Context: an optimization exercise on an open-source flow, tuned for small area, a short achievable clock period and few clock cycles per item. The choices shown serve that exercise and are no tape-out recipe. The RTL was checked by simulation tests, not by an equivalence proof against the original design. No activity file was given, so power comes from the tool's default toggle rates.

[design/flow/config.mk]
export PLATFORM = sky130hd
export DESIGN_NAME = draw_line
export DESIGN_NICKNAME = draw_line
export VERILOG_FILES = /design/flow/design.v
export SDC_FILE = /design/flow/constraint.sdc
export NUM_CORES = 4
export LEC_CHECK = 0
export CAP_MARGIN = 20
export CORE_MARGIN = 2
export CORE_UTILIZATION = 40
export SLEW_MARGIN = 20
[design/flow/constraint.sdc]
create_clock -name core_clock -period 29.0 [get_ports {clk}]
set_input_delay 5.8000 -clock core_clock [delete_from_list [all_inputs] [get_ports {clk}]]
set_output_delay 5.8000 -clock core_clock [all_outputs]
set_load 0.01 [all_outputs]
[design/flow/design.v]
module draw_line (
    input  logic       clk,
    input  logic       rst,           
    input  logic [7:0] start_x_pos,   
    input  logic [6:0] start_y_pos,   
    input  logic [7:0] x_length,      
    input  logic [7:0] y_length,      
    input  logic       start_line,
    output logic       wr_valid,
    output logic [7:0] write_x_pos,
    output logic [6:0] write_y_pos,
    output logic       running
);
    logic [7:0] x_reg;
    logic [6:0] y_reg;
    logic       run_reg, wv_reg;
    logic [7:0] xr_reg;       
    logic [7:0] yr_reg;       
    logic       dir_reg;      
    logic [12:0] ideal_reg;
    logic [12:0] slope_reg;   
    logic [7:0] rem_reg;
    logic [3:0] cnt_reg;
    logic [7:0] ymag;
    logic [6:0] lowor;
    always_comb begin
        lowor[0] = y_length[0];
        for (int i = 1; i < 7; i++) lowor[i] = lowor[i-1] | y_length[i];
        ymag[0] = y_length[0];
        for (int i = 1; i < 8; i++) ymag[i] = y_length[i] ^ (y_length[7] & lowor[i-1]);
    end
    logic [8:0] dtry, dsub;
    logic [9:0] dcy;
    logic       qbit;
    always_comb begin
        dtry   = {rem_reg, slope_reg[12]};
        dcy[0] = 1'b1;
        for (int i = 0; i < 9; i++) begin
            logic b;
            b = (i < 8) ? ~xr_reg[i] : 1'b1;
            dsub[i]  = dtry[i] ^ b ^ dcy[i];
            dcy[i+1] = (dtry[i] & b) | (dcy[i] & (dtry[i] ^ b));
        end
        qbit = dcy[9];
    end
    function automatic logic at_ymax(input logic [7:0] yr, input logic [6:0] y, input logic dn);
        logic z7;
        z7 = (yr[6:0] == 7'd0);
        at_ymax = (z7 && !yr[7]) || (dn && (y == 7'd0) && (!yr[7] || z7));
    endfunction
    logic       ex_cur, ey_cur, stop_cur, go, ystep, xstep, iadd, div;
    logic [7:0] x_nxt, xr_nxt, yr_nxt;
    logic [6:0] y_nxt;
    logic [12:0] ideal_sum;
    logic       off_nxt, ex_nxt, ey_nxt;
    assign ex_cur   = (xr_reg == 8'd0);
    assign ey_cur   = at_ymax(yr_reg, y_reg, dir_reg);
    assign stop_cur = !wv_reg || (ex_cur && ey_cur);
    assign div      = (cnt_reg != 4'd0);
    assign go       = run_reg && !stop_cur && !div;
    assign ystep = go && (ex_cur || (y_reg != ideal_reg[12:6]));
    assign xstep = go && !ystep;
    assign iadd  = xstep && !ey_cur;
    always_comb begin
        logic c, b, u, a;
        c = xstep;
        b = xstep;
        for (int i = 0; i < 8; i++) begin
            x_nxt[i]  = x_reg[i] ^ c;
            c         = c & x_reg[i];
            xr_nxt[i] = xr_reg[i] ^ b;
            b         = b & ~xr_reg[i];
        end
        u = ystep;
        b = ystep;
        for (int i = 0; i < 7; i++) begin
            y_nxt[i] = y_reg[i] ^ u;
            u        = u & (y_reg[i] ^ dir_reg);
        end
        for (int i = 0; i < 8; i++) begin
            yr_nxt[i] = yr_reg[i] ^ b;
            b         = b & ~yr_reg[i];
        end
        a = dir_reg & iadd;
        for (int i = 0; i < 13; i++) begin
            logic sb;
            sb = slope_reg[i] & iadd;
            ideal_sum[i] = ideal_reg[i] ^ sb ^ a;
            a = (ideal_reg[i] & sb) | (a & (ideal_reg[i] ^ sb));
        end
    end
    assign off_nxt = (x_nxt > 8'd159) || (y_nxt > 7'd119);
    assign ex_nxt  = (xr_nxt == 8'd0);
    assign ey_nxt  = at_ymax(yr_nxt, y_nxt, dir_reg);
    always_ff @(posedge clk) begin
        x_reg     <= start_line ? start_x_pos : x_nxt;
        y_reg     <= start_line ? start_y_pos : y_nxt;
        xr_reg    <= start_line ? x_length : xr_nxt;
        yr_reg    <= start_line ? ymag : yr_nxt;
        ideal_reg <= start_line ? {start_y_pos, 6'd0} : ideal_sum;
        rem_reg   <= start_line ? {7'd0, ymag[7]} : (qbit ? dsub[7:0] : dtry[7:0]);
        if (start_line) begin
            dir_reg   <= y_length[7];
            slope_reg <= {ymag[6:0], 6'd0};
            cnt_reg   <= 4'd13;
        end else if (div) begin
            cnt_reg   <= cnt_reg - 4'd1;
            slope_reg <= {slope_reg[11:0], qbit ^ dir_reg};
        end
        if (start_line) begin
            run_reg <= 1'b1;
            wv_reg  <= (start_x_pos <= 8'd159) && (start_y_pos <= 7'd119);
        end else if (run_reg && stop_cur) begin
            run_reg <= 1'b0;
            wv_reg  <= 1'b0;
        end else if (go) begin
            run_reg <= !(off_nxt || (ex_nxt && ey_nxt));
            wv_reg  <= !off_nxt;
        end else if (!run_reg) begin
            wv_reg  <= 1'b0;
        end
        if (rst) begin
            run_reg <= 1'b0;
            wv_reg  <= 1'b0;
        end
    end
    assign wr_valid    = wv_reg;
    assign write_x_pos = x_reg;
    assign write_y_pos = y_reg;
    assign running     = run_reg;
endmodule
[design/flow/flow/run.sh]
#!/bin/bash
set -euo pipefail
export BUFFER_PORTS_ARGS="-buffer_cell sky130_fd_sc_hd__buf_2"
bash standard.sh > standard.log 2>&1
[design/flow/standard.sh]
#!/bin/bash
# synth_recipe.tcl (not shown) runs the flow's synth.tcl, then flattens the netlist and writes it again
# the make line also repeats each setting of config.mk as NAME=value (left out here)
make -C /OpenROAD-flow-scripts/flow DESIGN_CONFIG=/design/flow/config.mk WORK_HOME=/design/flow/orfs CLKGATE_MAP_FILE= SYNTH_SCRIPT=/design/flow/synth_recipe.tcl "${@:-finish}"
==> results of run 1 <==
-- cells in the final DEF (no fill, tap or decap), types with 6 or more instances in the layout --
cell	count
nor3_1	10
fa_1	19
a211oi_1	10
a21oi_1	11
buf_2	50
mux2i_1	16
clkbuf_8	9
dfxtp_1	64
edfxtp_1	8
nand3_1	6
ha_1	23
xor2_1	20
clkbuf_1	6
nor2_1	22
mux2_2	13
nand2_1	52
o21ai_0	22
inv_1	46
-- power groups by stage --
stage	combinational [uW]	clock [uW]	sequential [uW]
after global routing	66.3	73.7	127
final	56.0	66.5	125
after global placement	54.6	0	127
after detailed placement	56.4	0	127
after floorplan	43.1	0	125
after CTS	56.8	69.2	125
-- cell type report --
type,instances,area (um2),share of cell area (%)
well taps,133,166,3.62
clock buffers,15,146,3.18
clock inverters,1,5.00,0.109
flip-flops and latches,72,1520,33.1
inverters,46,173,3.76
repair buffers,53,273,5.93
multi-input cells,289,2310,50.3
-- layer usage --
| metal | up-vias | wire, um |
|---|---|---|
| li1 | 1531 | - |
| met3 | 10 | 368 |
| met2 | 48 | 3990 |
| met1 | 1459 | 4230 |
| met5 | - | 0 |
| met4 | 0 | 117 |
-- tightest hold or removal path, delay by kind of cell (launching register included) --
kind,cells,cell delay [ns]
AOI/OAI and AO/OA,1,0.05
DFF,1,0.32
and+or+nand+nor,1,0.06
-- metrics by stage --
step | power, uW | util, %
after floorplan | 168 | -
after global placement | 182 | 45.1
after detailed placement | 184 | 45.1
after CTS | 251 | 46.6
after global routing | 267 | 46.6
final | 248 | 46.6
-- worst max-delay path by stage --
| stage | cells after the start | slack, ns | startpoint | to |
|---|---|---|---|---|
| after floorplan | 5 | 21.72 | y_length[0] | slope_reg[12] |
| after global placement | 6 | 21.51 | y_length[0] | slope_reg[12] |
| after detailed placement | 6 | 21.49 | y_length[0] | slope_reg[12] |
| after CTS | 6 | 21.87 | y_length[0] | slope_reg[12] |
| after global routing | 6 | 21.76 | y_length[0] | slope_reg[12] |
| final | 6 | 21.85 | y_length[0] | slope_reg[12] |
-- logic make-up after synthesis --
family / Yosys count
simple gates: 128
flops: 72
buf+inv: 66
compound gates: 65
fa+ha+maj: 42
mux: 29
xor+xnor: 25
==> results.json, run 1 <==
{
  "status": "timing/DRC/antenna clean",
  "crit_required_ns": 29.07,
  "grt_max_degree": 90,
  "worstRegToRegCells": 20,
  "hp-start": "slope_reg[3]",
  "fillCellCount": 990,
  "ant_nets": 0,
  "synth-async-reset-ratio_pct": 0,
  "finalHoldViolations": 0,
  "track_usage_pct": 16.8,
  "cp.arrival_ns": 7.22,
  "yosys.area.top_type": "dfxtp_1",
  "ff2ff_setup_slack_ns": 22.19,
  "vias_per_cell": 5.00,
  "finalMaxSlewViolations": 0,
  "synth-compound-area-share_pct": 11.8,
  "cp-start-kind": "primary input",
  "drt-initial-drc-count": 123,
  "cts_sinks": 72,
  "fin_cells": 609,
  "gr-usage-met2_pct": 25.6,
  "p_sw_uw": 76.8,
  "io_pins": 51,
  "cts.repair.resized": 0,
  "synth_common_cells": "dfxtp_1 (64), nand2_1 (52), inv_1 (46), ha_1 (23)",
  "setup_slack_ns": 21.85,
  "grt_pass1_vias": 2955,
  "cp_top_family": "simple AND/OR/NAND/NOR gates",
  "yosysSeqAreaShare_pct": 37.1,
  "p_sw_share_pct": 31.0,
  "synth_top_family_by_area": "adder cells",
  "tightest_slew_ns": 1.00,
  "final_net_count": 547,
  "power_frac_clock_pct": 26.8,
  "grt-ovfl-total": 0,
  "pwr-share-seq_pct": 50.5,
  "cts_buffers": 9,
  "place_ws_ns": 21.49,
  "p_int_uw": 171,
  "wl_per_cell_um": 14.3,
  "setup_violations": 0,
  "die-width_um": 105,
  "yosysWarnings": 1,
  "r2r_end": "ideal_reg[11]",
  "clock-root-buffer": "clkbuf_8",
  "post_cts_buffers": 0,
  "clkTransAtPathRegs_ns": 0.07,
  "path_class": "primary input to register",
  "finish.instance_area_mm2": 0.00460,
  "cpPeakStageDelay_ns": 0.55,
  "cp_slowest_cell": "or4_1",
  "numPortBuffers": 50,
  "p_comb_share_pct": 22.6,
  "max-vdd-ir-drop_mv": 0.0244,
  "synthSimpleGateAreaFrac_pct": 15.5,
  "synthFlopType": "dfxtp_1",
  "syn_inst": 427,
  "path_max_fanout": 6,
  "relSlewSlack_pct": 33.2,
  "antenna_found_initial": 0,
  "busiest_layer": "met2",
  "grt_pass1_wl_um": 14600,
  "cts_tree": "yes",
  "drc": 0,
  "synthXorXnorAreaFrac_pct": 5.34,
  "p_leak_uw": 0.00196,
  "whs_ns": 0.479,
  "hold-path-cell-count": 2,
  "worstHoldPathType": "register to register",
  "num_rows": 36,
  "holdBufCountCts": 0,
  "hpwl_um": 6500,
  "yosys.area_share.adder_pct": 16.3,
  "synth_area_leaders": "dfxtp_1 (31%), fa_1 (9.3%), ha_1 (7.0%)",
  "yosys.cell_types.count": 54,
  "endpoint_kind": "register",
  "syn-num-nets": 503,
  "syn_area_mm2": 0.00410,
  "dpl_cell_area_mm2": 0.00445,
  "cp_cell_sequence": "buf_2 > or4_1 > or3_1 > nand2_1 > xor2_1 > mux2i_1",
  "met1_usage_pct": 23.3,
  "ys_seq_elements": 72,
  "vias": 3048,
  "fin_crit_ns": 7.15,
  "insertion_delay_ns": 0.35,
  "drtPass1Iterations": 4,
  "synthMuxAreaShare_pct": 7.48,
  "grt_use_met3_pct": 3.65,
  "drive_above_1_share_pct": 19.1,
  "dieArea_mm2": 0.0111,
  "diodes": 0,
  "syn2layout_area_growth_pct": 12.1,
  "post-route-period-util_pct": 24.7,
  "place_congestion": 0.826,
  "h-tree-depth": 3,
  "p_per_area_mw_per_mm2": 53.9,
  "synth_edf_count": 8,
  "drt_wl_total_um": 8700,
  "initial_utilization_pct": 41.6,
  "yosys.area.top_type_share_pct": 31.3,
  "path_buf_inv": 1,
  "fin_skew_ns": 0.00970,
  "die_h_um": 105,
  "max_cap_violations": 0,
  "core_area_mm2": 0.00986,
  "rsz0062_at_grt": "no",
  "synth.avg_cell_area_um2": 9.60,
  "synth_most_common_cell": "dfxtp_1",
  "clk_path_buf_depth": 2,
  "whs_endpoint": "slope_reg[3]",
  "tns_ns": 0,
  "fmax_mhz": 140,
  "rr_startpoint": "y_reg[2]",
  "dp.cells": 593
}
Testbench counts, summed over its fixed seeds: cycles 230,894, lines 2,400.
==> run 2, diff against run 1 <==
==> design/flow/flow/run.sh (replaced) <==
#!/bin/bash
set -euo pipefail
export BUFFER_PORTS_ARGS="-buffer_cell sky130_fd_sc_hd__buf_2"
export SETUP_SLACK_MARGIN=22.3
bash standard.sh > standard.log 2>&1
==> run 2 against run 1 <==
  * Critical path depth stayed put
  * Die area unchanged
  * Wire length up 2.4%
  * Core utilization is 3.0 points higher
  * Clock skew down 0.0012 ns
  * Register-to-register slack better by 0.38 ns
  * Sequential share of layout area down 1.5 points
  * Via count grew 4.1%
  * Fmax increased by 1.8%
  * Area after synthesis is the same
  * Largest cell class unchanged
==> results.json, run 2 <==
{
  "status": "timing/DRC/antenna clean",
  "hpwl_um": 6590,
  "path_max_fanout": 2,
  "path_class": "primary input to register",
  "yosys.area.top_type": "dfxtp_1",
  "place_congestion": 0.807,
  "yosys.cell_types.count": 54,
  "cts_tree": "yes",
  "drt_wl_total_um": 8910,
  "h-tree-depth": 3,
  "synth_area_leaders": "dfxtp_1 (31%), fa_1 (9.3%), ha_1 (7.0%)",
  "synth_common_cells": "dfxtp_1 (64), nand2_1 (52), inv_1 (46), ha_1 (23)",
  "cp_slowest_cell": "or4_4",
  "synth_edf_count": 8,
  "antenna_found_initial": 0,
  "cpPeakStageDelay_ns": 0.53,
  "worstHoldPathType": "register to register",
  "endpoint_kind": "register",
  "vias": 3174,
  "cp_cell_sequence": "buf_6 > or4_4 > or3_4 > nand2_2 > xor2_2 > mux2i_1",
  "max-vdd-ir-drop_mv": 0.0300,
  "grt_pass1_wl_um": 15100,
  "final_common_cell": "dfxtp_1",
  "cp.arrival_ns": 7.10,
  "diodes": 0,
  "tightest_slew_ns": 0.817,
  "post-route-period-util_pct": 24.2,
  "tns_ns": 0,
  "fmax_mhz": 142,
  "yosysWarnings": 1,
  "clk_path_buf_depth": 2,
  "grt_pass1_vias": 3131,
  "syn_inst": 427,
  "cts_buffers": 9,
  "yosysSeqAreaShare_pct": 37.1,
  "io_pins": 51,
  "crit_required_ns": 29.07,
  "die_h_um": 105,
  "ant_nets": 0,
  "fin_crit_ns": 7.02,
  "finalHoldViolations": 0,
  "clock-root-buffer": "clkbuf_8",
  "die-width_um": 105,
  "vias_per_cell": 5.08,
  "p_leak_uw": 0.00210,
  "grt_max_degree": 90,
  "ys_seq_elements": 72,
  "syn2layout_area_growth_pct": 19.4,
  "cp_top_family": "simple AND/OR/NAND/NOR gates",
  "syn_area_mm2": 0.00410,
  "fillCellCount": 963,
  "core_area_mm2": 0.00986,
  "drc": 0,
  "fin_skew_ns": 0.00850,
  "wl_per_cell_um": 14.3,
  "drt-initial-drc-count": 137,
  "drtPass1Iterations": 4,
  "cp-start-kind": "primary input",
  "track_usage_pct": 17.2,
  "initial_utilization_pct": 41.6,
  "synth.avg_cell_area_um2": 9.60,
  "clkTransAtPathRegs_ns": 0.08,
  "synth-async-reset-ratio_pct": 0,
  "dieArea_mm2": 0.0111,
  "whs_ns": 0.472,
  "final_cell_mix": "dfxtp_1 (55), nand2_1 (51), buf_2 (47)",
  "path_buf_inv": 1,
  "max_cap_violations": 0,
  "setup_violations": 0,
  "rsz0062_at_grt": "yes",
  "drive_above_1_share_pct": 26.6,
  "relSlewSlack_pct": 45.1,
  "syn-num-nets": 503,
  "grt-ovfl-total": 0,
  "synthFlopType": "dfxtp_1",
  "yosys.area.top_type_share_pct": 31.3,
  "finalMaxSlewViolations": 0,
  "final_net_count": 564,
  "numPortBuffers": 50,
  "insertion_delay_ns": 0.35,
  "synth_most_common_cell": "dfxtp_1",
  "cts_sinks": 72,
  "num_rows": 36,
  "p_per_area_mw_per_mm2": 54.6
}
==> run 2: cell type report <==
class	instances	area [um2]	area share [%]
Multi-Input combinational cell	289	2380	48.7
Timing Repair Buffer	70	427	8.72
Clock inverter	3	42.5	0.869
Tap cell	133	166	3.40
Clock buffer	12	155	3.17
Sequential cell	72	1550	31.6
Inverter	46	173	3.53
==> run 2: power by group <==
| part | internal [uW] | switching [uW] | leakage, uW | total [uW] |
|---|---|---|---|---|
| registers | 115 | 8.98 | 0.000622 | 124 |
| logic | 27.7 | 34.4 | 0.00138 | 62.0 |
| clock network | 43.9 | 37.5 | 0.0000985 | 81.3 |
| total | 186 | 80.8 | 0.00210 | 267 |
==> run 2: routing by layer <==
layer	wire length (um)	global-route usage, %	vias to the layer above
met5	0	0	-
met4	178	7.71	0
met1	4200	22.7	1521
met3	389	3.15	15
li1	-	-	1570
met2	4150	27.3	68
==> run 2: through the flow <==
stage                     utilization [%]  power [uW]  std cells  instance area (um2)  worst slack [ns]
after floorplan                         -         168        427                 4110             21.76
after global placement               45.1         182        592                 4450             21.55
after detailed placement             45.1         185        592                 4450             21.51
after CTS                            48.6         268        618                 4790             21.94
after global routing                 49.6         284        625                 4890             21.90
final                                49.6         267        625                 4890             21.98
==> run 2: what timing repair did <==
item                                    4_1_cts  5_1_grt
buffers inserted                             11        7
endpoints found under the setup margin       33       12
resized for setup                            22       13
pin swaps                                     4        5
hold buffers                                  0        0
==> run 2: cells by family after synthesis <==
kind of cell    after synthesis  synth area share [%]
flops                        72                  37.1
buf+inv                      66                  6.47
mux                          29                  7.48
fa+ha+maj                    42                  16.3
compound gates               65                  11.8
simple gates                128                  15.5
xor+xnor                     25                  5.34
==> run 2: worst paths after layout <==
path                 from             to  slack [ns]  cells past startpoint
min reg2reg  slope_reg[0]   slope_reg[0]        0.47                      2
max           y_length[3]  slope_reg[12]       21.98                      6
min          slope_reg[0]   slope_reg[0]        0.47                      2
max reg2reg      y_reg[0]  ideal_reg[11]       22.57                     20
==> run 2: worst reg2reg max path, cell delays in order (launching register included) <==
cell and delay, ns:
dfxtp_4 0.36, xor2_1 0.17, nor4_2 0.43, nand3_2 0.20, nor4_2 0.17, buf_4 0.19
nand2_1 0.08, fa_1 0.42, fa_1 0.39, fa_1 0.38, fa_1 0.38, fa_1 0.39
fa_1 0.43, fa_1 0.40, fa_1 0.41, fa_1 0.38, inv_1 0.08, fa_1 0.18
fa_1 0.19, fa_1 0.41, mux2_2 0.27
==> run 3, diff against run 2 <==
==> design/flow/flow/run.sh (replaced) <==
#!/bin/bash
set -euo pipefail
export BUFFER_PORTS_ARGS="-buffer_cell sky130_fd_sc_hd__buf_2"
export SETUP_SLACK_MARGIN=21.9
bash standard.sh > standard.log 2>&1
==> run 3 against run 2 <==
  * Still clean
  * Wire length shrank 4.2%
  * Hold slack gained 0.0011 ns
  * Fmax shrank 0.70%
  * Sequential share of layout area grew 0.88 points
  * Synthesized cell count is the same
  * Critical path depth is the same
  * Sequential power is essentially flat
  * Non-clock buffer count shrank 17
  * Core utilization shrank 2.2 points
  * Register-to-register slack lost 0.34 ns
  * Area after synthesis is the same
==> results.json, run 3 <==
{
  "status": "timing/DRC/antenna clean",
  "pwr-share-seq_pct": 47.1,
  "p_leak_uw": 0.00199,
  "initial_utilization_pct": 41.6,
  "io_pins": 51,
  "dieArea_mm2": 0.0111,
  "ys_seq_elements": 72,
  "ff2ff_setup_slack_ns": 22.23,
  "cts_tree": "yes",
  "max_cap_violations": 0,
  "yosysSeqAreaShare_pct": 37.1,
  "synth_common_cells": "dfxtp_1 (64), nand2_1 (52), inv_1 (46), ha_1 (23)",
  "yosys.cell_types.count": 54,
  "synth_area_leaders": "dfxtp_1 (31%), fa_1 (9.3%), ha_1 (7.0%)",
  "final_common_cell": "dfxtp_1",
  "finalMaxSlewViolations": 0,
  "tns_ns": 0,
  "synth-async-reset-ratio_pct": 0,
  "hp-start": "slope_reg[3]",
  "worstRegToRegCells": 20,
  "place_congestion": 0.806,
  "rsz0062_at_grt": "no",
  "track_usage_pct": 16.4,
  "drtPass1Iterations": 4,
  "worstHoldPathType": "register to register",
  "num_rows": 36,
  "fin_crit_ns": 7.07,
  "grt_pass1_wl_um": 14400,
  "core_area_mm2": 0.00986,
  "syn-num-nets": 503,
  "whs_endpoint": "slope_reg[3]",
  "clk_path_buf_depth": 2,
  "setup_violations": 0,
  "clock-root-buffer": "clkbuf_8",
  "yosys.area.top_type": "dfxtp_1",
  "die_h_um": 105,
  "grt_pass1_vias": 3001,
  "vias_per_cell": 5.03,
  "p_sw_uw": 78.7,
  "relSlewSlack_pct": 33.2,
  "clkTransAtPathRegs_ns": 0.08,
  "tightest_slew_ns": 1.00,
  "fmax_mhz": 141,
  "power_frac_clock_pct": 31.5,
  "path_max_fanout": 3,
  "final_net_count": 547,
  "rr_startpoint": "cnt_reg[0]",
  "cts_sinks": 72,
  "synth_edf_count": 8,
  "wl_per_cell_um": 14.0,
  "drt_wl_total_um": 8540,
  "final_cell_mix": "dfxtp_1 (64), nand2_1 (51), buf_2 (50)",
  "p_comb_share_pct": 21.4,
  "p_int_uw": 187,
  "endpoint_kind": "register",
  "finalHoldViolations": 0,
  "cp.arrival_ns": 7.13,
  "syn_inst": 427,
  "hpwl_um": 6470,
  "numPortBuffers": 50,
  "crit_required_ns": 29.06,
  "path_class": "primary input to register",
  "fin_skew_ns": 0.00797,
  "synthFlopType": "dfxtp_1",
  "die-width_um": 105,
  "syn2layout_area_growth_pct": 14.2,
  "drt-initial-drc-count": 100,
  "p_per_area_mw_per_mm2": 56.7,
  "vias": 3064,
  "max-vdd-ir-drop_mv": 0.0319,
  "r2r_end": "ideal_reg[11]",
  "dpl_cell_area_mm2": 0.00444,
  "ant_nets": 0,
  "antenna_found_initial": 0,
  "synth_most_common_cell": "dfxtp_1",
  "drc": 0,
  "cts_buffers": 9,
  "fillCellCount": 958,
  "yosysWarnings": 1,
  "grt-ovfl-total": 0,
  "h-tree-depth": 3,
  "syn_area_mm2": 0.00410,
  "yosys.area.top_type_share_pct": 31.3,
  "finish.instance_area_mm2": 0.00468,
  "drive_above_1_share_pct": 21.2,
  "diodes": 0,
  "insertion_delay_ns": 0.34,
  "grt_max_degree": 90,
  "post-route-period-util_pct": 24.4,
  "cp-start-kind": "primary input",
  "hold-path-cell-count": 2,
  "synth.avg_cell_area_um2": 9.60,
  "p_sw_share_pct": 29.7
}
[run 3: cell counts after synthesis]
No cell type changed its count.
[run 3: per-stage QoR]
step	utilization [%]	std cells	power, uW	setup WS (ns)	hold slack [ns]
6_report	47.5	609	265	21.93	0.473
3_3_place_gp	45.0	592	182	21.55	0.460
2_1_floorplan	-	427	168	21.75	0.445
5_1_grt	47.5	609	284	21.90	0.490
4_1_cts	47.3	609	268	21.90	0.474
3_5_place_dp	45.0	592	184	21.51	0.467
[run 3: worst max path at each step]
stage / from / endpoint / slack [ns]
floorplan: y_length[0] / slope_reg[12] / 21.75
global route: y_length[3] / slope_reg[12] / 21.90
finish: y_length[3] / slope_reg[12] / 21.93
CTS: y_length[3] / slope_reg[12] / 21.90
global placement: y_length[0] / slope_reg[12] / 21.55
detailed placement: y_length[0] / slope_reg[12] / 21.51
[run 3: area by class of cell]
type | count | area [um2] | area share [%]
Timing Repair Buffer | 53 | 273 | 5.83
Clock buffer | 14 | 173 | 3.69
Clock inverter | 2 | 37.5 | 0.802
Tap cell | 133 | 166 | 3.56
Multi-Input combinational cell | 289 | 2340 | 49.9
Sequential cell | 72 | 1520 | 32.5
Inverter | 46 | 173 | 3.69
[run 3: what timing repair did]
action                                  CTS  global route
setup buffers                             1             0
pin swaps                                 2             0
gates resized for setup                   2             3
endpoints found under the setup margin    1             3
hold buffers                              0             0
[run 3: cell families after synthesis]
| group | after synthesis | share of synthesized area [%] |
|---|---|---|
| buffers and inverters | 66 | 6.47 |
| AO/OA/AOI/OAI | 65 | 11.8 |
| XOR/XNOR | 25 | 5.34 |
| flip-flops | 72 | 37.1 |
| multiplexers | 29 | 7.48 |
| AND/OR/NAND/NOR | 128 | 15.5 |
| adder cells (fa/ha/maj) | 42 | 16.3 |
[run 3: worst max-delay path, cell delays in order]
cell,delay [ns]
buf_2,0.11
or4_4,0.54
or3_4,0.35
nand2_2,0.09
xor2_2,0.16
mux2i_1,0.09
[run 3: power groups by stage]
stage               Combinational [uW]  Sequential [uW]  Clock, uW
finish                            56.7              125       83.7
global route                      65.4              127       91.3
CTS                               57.1              125       85.8
detailed placement                56.4              127          0
global placement                  54.8              127          0
floorplan                         43.1              125          0
[run 3: per-layer routing]
metal / vias to the layer above / global-route usage [%] / wire (um)
met2: 52 / 25.5 / 3830
met4: 0 / 4.29 / 86
met5: - / 0 / 0
li1: 1544 / - / -
met1: 1459 / 22.8 / 4300
met3: 9 / 3.96 / 328
==> run 4, diff against run 3 <==
==> design/flow/run.sh (new file) <==
#!/bin/bash
# synth_recipe.tcl (not shown) runs the flow's synth.tcl, then flattens the netlist and writes it again
# the make line also repeats each setting of config.mk as NAME=value (left out here)
make -C /OpenROAD-flow-scripts/flow DESIGN_CONFIG=/design/flow/config.mk WORK_HOME=/design/flow/orfs CLKGATE_MAP_FILE= SYNTH_SCRIPT=/design/flow/synth_recipe.tcl finish
removed: design/flow/flow/run.sh
removed: design/flow/standard.sh
==> run 4 against run 3 <==
  * Still clean
  * Die area unchanged
  * Critical path type unchanged
  * Clock power decreased by 12%
  * Via count decreased by 1.8%
  * Wire length up 0.80%
==> results.json, run 4 <==
{
  "yosys.area_share.adder_pct": 16.3,
  "status": "timing/DRC/antenna clean",
  "path_class": "primary input to register",
  "fin_skew_ns": 0.00989,
  "track_usage_pct": 16.8,
  "max_cap_violations": 0,
  "core_area_mm2": 0.00986,
  "finalMaxSlewViolations": 0,
  "grt_max_degree": 90,
  "syn_area_mm2": 0.00410,
  "grt_pass1_wl_um": 14800,
  "final_common_cell": "dfxtp_1",
  "die_h_um": 105,
  "drc": 0,
  "final_cell_mix": "dfxtp_1 (64), nand2_1 (52), clkdlybuf4s50_1 (49)",
  "fin_crit_ns": 7.54,
  "synthMuxAreaShare_pct": 7.48,
  "ys_seq_elements": 72,
  "vias_per_cell": 4.94,
  "holdBufCountCts": 0,
  "pwr-share-seq_pct": 48.3,
  "synth_edf_count": 8,
  "top_layer_used": "met4",
  "fillCellCount": 933,
  "synth_area_leaders": "dfxtp_1 (31%), fa_1 (9.3%), ha_1 (7.0%)",
  "cts_sinks": 72,
  "place_congestion": 0.802,
  "setup_violations": 0,
  "p_comb_share_pct": 23.3,
  "rr_startpoint": "y_reg[2]",
  "p_leak_uw": 0.00197,
  "initial_utilization_pct": 41.6,
  "endpoint_kind": "register",
  "yosys.area.top_type": "dfxtp_1",
  "fmax_mhz": 133,
  "insertion_delay_ns": 0.34,
  "post_cts_buffers": 0,
  "synthFlopType": "dfxtp_1",
  "worstRegToRegCells": 20,
  "worstHoldPathType": "register to register",
  "drive_above_1_share_pct": 9.45,
  "antenna_found_initial": 0,
  "yosysSeqAreaShare_pct": 37.1,
  "cpPeakStageDelay_ns": 0.58,
  "crit_start": "y_length[0]",
  "p_per_area_mw_per_mm2": 53.2,
  "p_sw_uw": 79.9,
  "syn2layout_area_growth_pct": 18.9,
  "grt_pass1_vias": 2990,
  "tns_ns": 0,
  "synth.avg_cell_area_um2": 9.60,
  "synth-async-reset-ratio_pct": 0,
  "synthSimpleGateAreaFrac_pct": 15.5,
  "hpwl_um": 6520,
  "p_sw_share_pct": 30.8,
  "rsz0062_at_grt": "no",
  "synthXorXnorAreaFrac_pct": 5.34,
  "syn-num-nets": 503,
  "timing.critical_path.to": "slope_reg[12]",
  "syn_inst": 427,
  "synth_top_family_by_area": "adder cells",
  "numPortBuffers": 50,
  "drt-initial-drc-count": 138,
  "yosysWarnings": 1,
  "ant_nets": 0,
  "synth-compound-area-share_pct": 11.8,
  "clock-root-buffer": "clkbuf_8",
  "crit_required_ns": 29.06,
  "regArea_mm2": 0.00152,
  "clkTransAtPathRegs_ns": 0.08,
  "wl_met3_um": 328,
  "diodes": 0,
  "met2_length_um": 3900,
  "post-route-period-util_pct": 26.0,
  "vias": 3010,
  "drt_wl_total_um": 8610,
  "io_pins": 51,
  "tightest_slew_ns": 0.996,
  "yosys.cell_types.count": 54,
  "r2r_end": "ideal_reg[11]",
  "die-width_um": 105,
  "grt-ovfl-total": 0,
  "h-tree-depth": 3,
  "wl_met1_um": 4300,
  "yosys.area.top_type_share_pct": 31.3,
  "clk_path_buf_depth": 2,
  "wl_per_cell_um": 14.1,
  "max-vdd-ir-drop_mv": 0.0252,
  "p_int_uw": 179,
  "final_net_count": 547,
  "cp-start-kind": "primary input",
  "drtPass1Iterations": 4,
  "power_frac_clock_pct": 28.3,
  "cts_tree": "yes",
  "cts.repair.resized": 0,
  "cp_cell_sequence": "clkdlybuf4s50_1 > or4_1 > or3_1 > nand2_1 > xor2_1 > mux2i_1",
  "cts_buffers": 9,
  "ff2ff_setup_slack_ns": 22.18,
  "multi_input_area_mm2": 0.00231,
  "path_max_fanout": 6,
  "synth_most_common_cell": "dfxtp_1",
  "whs_ns": 0.475,
  "cp.arrival_ns": 7.60,
  "relSlewSlack_pct": 33.6,
  "finalHoldViolations": 0,
  "synth_common_cells": "dfxtp_1 (64), nand2_1 (52), inv_1 (46), ha_1 (23)",
  "num_rows": 36,
  "cp_slowest_cell": "or4_1",
  "dieArea_mm2": 0.0111
}
## run 4: cell counts after synthesis
No cell type changed its count.
## run 4: layout make-up
| class | count | share of cell area (%) |
|---|---|---|
| inverter | 46 | 3.54 |
| sequential | 72 | 31.2 |
| tap | 133 | 3.42 |
| clock inverter | 6 | 0.668 |
| timing repair buffer | 53 | 10.6 |
| clock buffer | 10 | 3.06 |
| multi-input combinational | 289 | 47.5 |
## run 4: cell families (layout without fill, tap and decap cells)
group           count (synthesis)  count (layout)
xor+xnor                       25              25
compound gates                 65              65
fa+ha+maj                      42              42
flops                          72              72
buf+inv                        66             115
simple gates                  128             128
mux                            29              29
## run 4: how the worst min path moves through the flow
stage                 startpoint            to  cells past startpoint
floorplan           slope_reg[1]  slope_reg[1]                      2
global placement    slope_reg[2]  slope_reg[2]                      2
detailed placement  slope_reg[2]  slope_reg[2]                      2
CTS                 slope_reg[2]  slope_reg[2]                      2
global route        slope_reg[1]  slope_reg[2]                      2
finish              slope_reg[2]  slope_reg[2]                      2
## run 4: critical path, delay by kind of cell
kind	cells	cell delay [ns]
AND/OR/NAND/NOR	3	1.02
buffers and inverters	1	0.48
XOR/XNOR	1	0.19
multiplexers	1	0.10
## run 4: per-layer routing
layer	up-vias	track usage (%)
met3	6	3.83
met2	55	26.5
met5	-	0
met4	0	4.29
li1	1541	-
met1	1408	23.3
## run 4: power groups by stage
| stage | Clock (uW) | Combinational, uW | Sequential [uW] |
|---|---|---|---|
| detailed placement | 0 | 61.0 | 128 |
| global placement | 0 | 58.6 | 127 |
| floorplan | 0 | 43.1 | 125 |
| CTS | 75.6 | 61.3 | 125 |
| finish | 73.5 | 60.5 | 125 |
| global route | 80.9 | 69.7 | 128 |
## run 4: through the flow
stage / std cells / util, % / worst slack (ns) / power [uW] / cell area [um2]
after floorplan: 427 / - / 21.72 / 168 / 4100
after global placement: 593 / 47.6 / 21.14 / 186 / 4690
after detailed placement: 593 / 47.6 / 21.09 / 189 / 4690
after CTS: 609 / 49.4 / 21.47 / 262 / 4870
after global routing: 609 / 49.4 / 21.35 / 278 / 4870
final: 609 / 49.4 / 21.46 / 259 / 4870

## afterwards: timing with drivers on the ports
Ports are ideal in the flow. The routed layouts listed here were re-timed in OpenROAD.
Step 1 sets driving cells, clkbuf_16 on the clock port and buf_2 on the other inputs (assumed; they add their load-dependent delay and slew).
Step 2 moves the port delays by t, midway between the first and last clock arrival at a register: inputs arrive t later, outputs are due t later. That takes back most of the time a late clock gives input paths.
Three values: ideal, step 1, step 2; two values: the first two.
| run | shift t [ns] | setup slack, ns | worst setup path at the end | worst register clock-pin slew, ns | pins driven straight from the clock port |
|---|---|---|---|---|---|
| run 1 | 0.376 | 21.851 / 21.864 / 21.489 | input to register | 0.07 / 0.07 | 1 |
| run 2 | 0.376 | 21.976 / 21.974 / 21.599 | input to register | 0.08 / 0.08 | 1 |
| run 3 | 0.366 | 21.926 / 21.938 / 21.571 | input to register | 0.08 / 0.08 | 1 |
| run 4 | 0.369 | 21.464 / 21.472 / 21.103 | input to register | 0.08 / 0.08 | 1 |
After both steps every run listed still meets setup and hold. The setup slack of run 2, which loses most, moves by -0.002 ns with the drivers and by -0.377 ns with both steps.
